This is an optimization exercise on Yosys and OpenROAD, whose aim is small area and a short achievable clock period, not a production implementation. At most, simulation tests tie the RTL to the original design; equivalence was not proved. Power figures rest on the tool's default switching activity, not on a simulated workload.

## wip/nickel
Design fadd_p2, start of the top module:
module fadd_p2 (input wire [31:0] x1,
                input wire [31:0] x2,
                output reg [31:0] y,
                output reg        ovf,
                input wire        clk,
                input wire        rstn);
==> flow/config.mk <==
export PLATFORM = sky130hd
export DESIGN_NAME = fadd_p2
export DESIGN_NICKNAME = fadd_p2
export VERILOG_FILES = /design/flow/design.v
export SDC_FILE = /design/flow/constraint.sdc
export NUM_CORES = 4
export LEC_CHECK = 0
export ABC_AREA = 1
export CAP_MARGIN = 20
export CORE_MARGIN = 2
export CORE_UTILIZATION = 55
export CTS_BUF_LIST = sky130_fd_sc_hd__clkbuf_8
export PLACE_DENSITY = 0.7
export SLEW_MARGIN = 20
==> flow/constraint.sdc <==
create_clock -name core_clock -period 15.0 [get_ports {clk}]
set_input_delay 3.0000 -clock core_clock [delete_from_list [all_inputs] [get_ports {clk}]]
set_output_delay 3.0000 -clock core_clock [all_outputs]
set_load 0.01 [all_outputs]
standard.sh (not shown) runs the stock make flow with config.mk's settings and CLKGATE_MAP_FILE= SYNTH_SCRIPT=/design/flow/synth_recipe.tcl, a recipe that flattens the netlist after the stock synthesis.
==> flow/flow/run.sh <==
#!/bin/bash
# Standard ORFS layout with small port buffers and a tighter setup target for repair_timing.
set -euo pipefail
export BUFFER_PORTS_ARGS="-buffer_cell sky130_fd_sc_hd__buf_1"
export SETUP_SLACK_MARGIN=8.5
bash standard.sh > standard.log 2>&1
diff inputs: wip/nickel => wip/willow
diff --git a/flow/design.v b/flow/design.v
--- a/flow/design.v
+++ b/flow/design.v
@@ -58,30 +58,27 @@
    wire [23:0] msx = sel ? {h2, m2} : {h1, m1};
    wire [23:0] ms = {msx[23], msx[22] | (spec & (nzp | infnan)), msx[21:0]};
    wire [23:0] mi = sel ? {h1, m1} : {h2, m2};
    wire        ss = (sel ? s2 : s1) | infnan;
    wire [8:0]  d12 = {1'b0, e1a} - {1'b0, e2a};
    wire [7:0]  d21 = e2a - e1a;
    wire [7:0]  tde = d12[8] ? d21 : d12[7:0];
-   wire        sat = spec | (|tde[7:5]);
-   wire [4:0]  de = tde[4:0];
+   wire [4:0]  de = (spec | (|tde[7:5])) ? 5'd31 : tde[4:0];
    wire [25:0] a0 = {mi, 2'b00};
-   wire [25:0] a1 = de[0] ? {1'b0, a0[25:1]} : a0;
-   wire        t1 = de[0] & a0[0];
-   wire [25:0] a2 = de[1] ? {2'b0, a1[25:2]} : a1;
-   wire        t2 = de[1] & (|a1[1:0]);
+   wire [25:0] a1 = de[4] ? {16'b0, a0[25:16]} : a0;
+   wire        t1 = de[4] & (|a0[15:0]);
+   wire [25:0] a2 = de[3] ? {8'b0, a1[25:8]} : a1;
+   wire        t2 = de[3] & (|a1[7:0]);
    wire [25:0] a3 = de[2] ? {4'b0, a2[25:4]} : a2;
    wire        t3 = de[2] & (|a2[3:0]);
-   wire [25:0] a4 = de[3] ? {8'b0, a3[25:8]} : a3;
-   wire        t4 = de[3] & (|a3[7:0]);
-   wire [25:0] a5s = de[4] ? {16'b0, a4[25:16]} : a4;
-   wire        t5 = de[4] & (|a4[15:0]);
-   wire [25:0] a5 = sat ? 26'd0 : a5s;
-   wire        nzi = sel ? (h1 | nz1) : (h2 | nz2);
-   wire        tstck = sat ? nzi : (t1 | t2 | t3 | t4 | t5);
+   wire [25:0] a4 = de[1] ? {2'b0, a3[25:2]} : a3;
+   wire        t4 = de[1] & (|a3[1:0]);
+   wire [25:0] a5 = de[0] ? {1'b0, a4[25:1]} : a4;
+   wire        t5 = de[0] & a4[0];
+   wire        tstck = t1 | t2 | t3 | t4 | t5;
    reg [23:0]  msr;
    reg [25:0]  miar;
    reg         stckr;
    reg         subr;
    reg         ssr;
    reg         specr;
    reg [7:0]   er;       
## What came out
- Going from wip/nickel to wip/willow, the number of gates resized after cts was found to have gone down by 5.
- Diff wip/nickel -> wip/willow: area after synthesis +0.40%; post-synthesis area per instance held; relative area of clock buffers and inverters in the final design -0.65 points.
- Diff wip/nickel..wip/willow | max-cap violation count | unchanged
- NOTE maximum vdd drop wip/nickel->wip/willow decreased by a few percent
- The critical path depth of wip/willow is lower than that of wip/nickel.
- Taking wip/nickel as the reference, in wip/willow setup slack of the most critical reg-to-reg path moved up; worst setup margin moved up; final routed wirelength across all metal layers moved down; total power of the final layout moved up.
No functional check of the RTL was part of wip/nickel.

---

## the previous run
fadd_p2 again, from the RTL that the note above started with.
export LEC_CHECK = 0
export ABC_AREA = 1
export CAP_MARGIN = 20
export CORE_MARGIN = 2
export CORE_UTILIZATION = 45
export CTS_BUF_LIST = sky130_fd_sc_hd__clkbuf_8
export PLACE_DENSITY = 0.6
export SLEW_MARGIN = 20
create_clock -name core_clock -period 15.0 [get_ports {clk}]
Scripts as last shown in full above: flow/flow/run.sh
The final layout from the previous run, which completed every stage, passed the timing, DRC and antenna checks at the end of the flow.
Inputs modified between the previous run and the current run:
-- flow/design.v --
<<< the previous run, line 59
   wire [23:0] ms = {msx[23], msx[22] | (spec & (nzp | infnan)), msx[21:0]};
   wire [23:0] mi = sel ? {h1, m1} : {h2, m2};
   wire        ss = (sel ? s2 : s1) | infnan;
   wire [8:0]  d12 = {1'b0, e1a} - {1'b0, e2a};
   wire [7:0]  d21 = e2a - e1a;
   wire [7:0]  tde = d12[8] ? d21 : d12[7:0];
   wire        sat = spec | (|tde[7:5]);
   wire [4:0]  de = tde[4:0];
   wire [25:0] a0 = {mi, 2'b00};
   wire [25:0] a1 = de[0] ? {1'b0, a0[25:1]} : a0;
   wire        t1 = de[0] & a0[0];
   wire [25:0] a2 = de[1] ? {2'b0, a1[25:2]} : a1;
   wire        t2 = de[1] & (|a1[1:0]);
   wire [25:0] a3 = de[2] ? {4'b0, a2[25:4]} : a2;
   wire        t3 = de[2] & (|a2[3:0]);
   wire [25:0] a4 = de[3] ? {8'b0, a3[25:8]} : a3;
   wire        t4 = de[3] & (|a3[7:0]);
   wire [25:0] a5s = de[4] ? {16'b0, a4[25:16]} : a4;
   wire        t5 = de[4] & (|a4[15:0]);
   wire [25:0] a5 = sat ? 26'd0 : a5s;
   wire        nzi = sel ? (h1 | nz1) : (h2 | nz2);
   wire        tstck = sat ? nzi : (t1 | t2 | t3 | t4 | t5);
   reg [23:0]  msr;
   reg [25:0]  miar;
   reg         stckr;
   reg         subr;
>>> the current run, line 59
   wire [23:0] ms = {msx[23], msx[22] | (spec & (nzp | infnan)), msx[21:0]};
   wire [23:0] mi = sel ? {h1, m1} : {h2, m2};
   wire        eqm = ce4[1] & ce4[0];
   wire        ss = ((sel ? s2 : s1) & ~(sub & eqm & ~spec)) | infnan;
   wire [8:0]  d12 = {1'b0, e1a} - {1'b0, e2a};
   wire [7:0]  d21 = e2a - e1a;
   wire [7:0]  tde = d12[8] ? d21 : d12[7:0];
   wire [4:0]  de = (spec | (|tde[7:5])) ? 5'd31 : tde[4:0];
   wire [25:0] a0 = {mi, 2'b00};
   wire [25:0] a1 = de[4] ? {16'b0, a0[25:16]} : a0;
   wire        t1 = de[4] & (|a0[15:0]);
   wire [25:0] a2 = de[3] ? {8'b0, a1[25:8]} : a1;
   wire        t2 = de[3] & (|a1[7:0]);
   wire [25:0] a3 = de[2] ? {4'b0, a2[25:4]} : a2;
   wire        t3 = de[2] & (|a2[3:0]);
   wire [25:0] a4 = de[1] ? {2'b0, a3[25:2]} : a3;
   wire        t4 = de[1] & (|a3[1:0]);
   wire        tstck = t1 | t2 | t3 | t4;
   reg [23:0]  msr;
   reg [25:0]  miar;
   reg         de0r;
   reg         stckr;
   reg         subr;
<<< the previous run, line 88
   always @(posedge clk) begin
      msr   <= ms;
      miar  <= a5;
      stckr <= tstck;
      subr  <= sub;
>>> the current run, line 85
   always @(posedge clk) begin
      msr   <= ms;
      miar  <= a4;
      de0r  <= de[0];
      stckr <= tstck;
      subr  <= sub;
<<< the previous run, line 96
   end
   wire [26:0] aa = {1'b0, msr, 2'b00};
   wire [26:0] bb = {1'b0, miar} ^ {27{subr}};
   wire [26:0] p0 = aa ^ bb;
   wire [26:0] g0 = aa & bb;
>>> the current run, line 94
   end
   wire [26:0] aa = {1'b0, msr, 2'b00};
   wire [25:0] a5 = de0r ? {1'b0, miar[25:1]} : miar;
   wire        t5 = de0r & miar[0];
   wire [26:0] bb = {1'b0, a5} ^ {27{subr}};
   wire [26:0] p0 = aa ^ bb;
   wire [26:0] g0 = aa & bb;
<<< the previous run, line 155
   wire [7:0]  eyr = den ? 8'd0 : (er - {3'b0, sh});
   wire        ovfp = (&er) & mye[26];
   wire        stk = stckr | myf[0];
   wire        up = ~ovfp & myf[2] & (myf[1] | (stk ? ~subr : myf[3]));
   wire        zero = ~|mye;
   wire        sy = ssr & (~subr | ~zero);
   reg         syr;
   reg [30:0]  yur;
>>> the current run, line 155
   wire [7:0]  eyr = den ? 8'd0 : (er - {3'b0, sh});
   wire        ovfp = (&er) & mye[26];
   wire        stk = stckr | t5 | myf[0];
   wire        up = ~ovfp & myf[2] & (myf[1] | (stk ? ~subr : myf[3]));
   wire        sy = ssr;
   reg         syr;
   reg [30:0]  yur;
[summary]
The current run vs the previous run — final worst hold slack dropped 0.059 ns.
The current run -> the previous run: ratio of final minimum period to clock period flat
In the flow results for the previous run and the current run, the clock tree cell share of total cell area is smaller on the current run.
Looking at endpoint of the worst setup timing path, the miar[1] result is from the previous run; the miar[3] one comes from the current run.
Going from the previous run to the current run, total via count after detailed routing shrank by a few percent.
Non-clock buffer count: the current run vs the previous run up 29
The previous run reports its beginning of the critical path as x2[27] while the current run reports x2[24].
Maximum number of pins on one net before global-route repair (higher): the current run
Compared with the previous run, the current run shows number of nets in the synthesized netlist that has gone down slightly.
No functional check of the RTL was part of any run of this note.

afterwards: timing with drivers on the ports:
The results above use ideal ports. As a check the final layouts listed here were re-extracted and re-timed, cells and wires unchanged. Step 1 assumes that a clkbuf_16 drives the clock port and a buf_2 every other input. Step 2 moves the port delays by t, midway between the first and last clock arrival at a register: inputs arrive t later, outputs are due t later. That takes back most of the time a late clock gives input paths. Slacks: no drivers / after step 1 / after step 2; pairs: no drivers / after step 1.
run | t, ns | setup WS [ns] | worst register clock-pin slew, ns
wip/nickel | 0.408 | 8.742 / 8.756 / 8.348 | 0.10 / 0.10
wip/willow | 0.428 | 8.831 / 8.846 / 8.418 | 0.11 / 0.11
the previous run | 0.413 | 8.743 / 8.761 / 8.348 | 0.10 / 0.10
the current run | 0.424 | 8.751 / 8.764 / 8.340 | 0.11 / 0.11
After both steps every run listed still meets setup and hold. For wip/willow, which loses most, drivers alone change the setup slack by +0.015 ns; drivers and shift together by -0.413 ns.
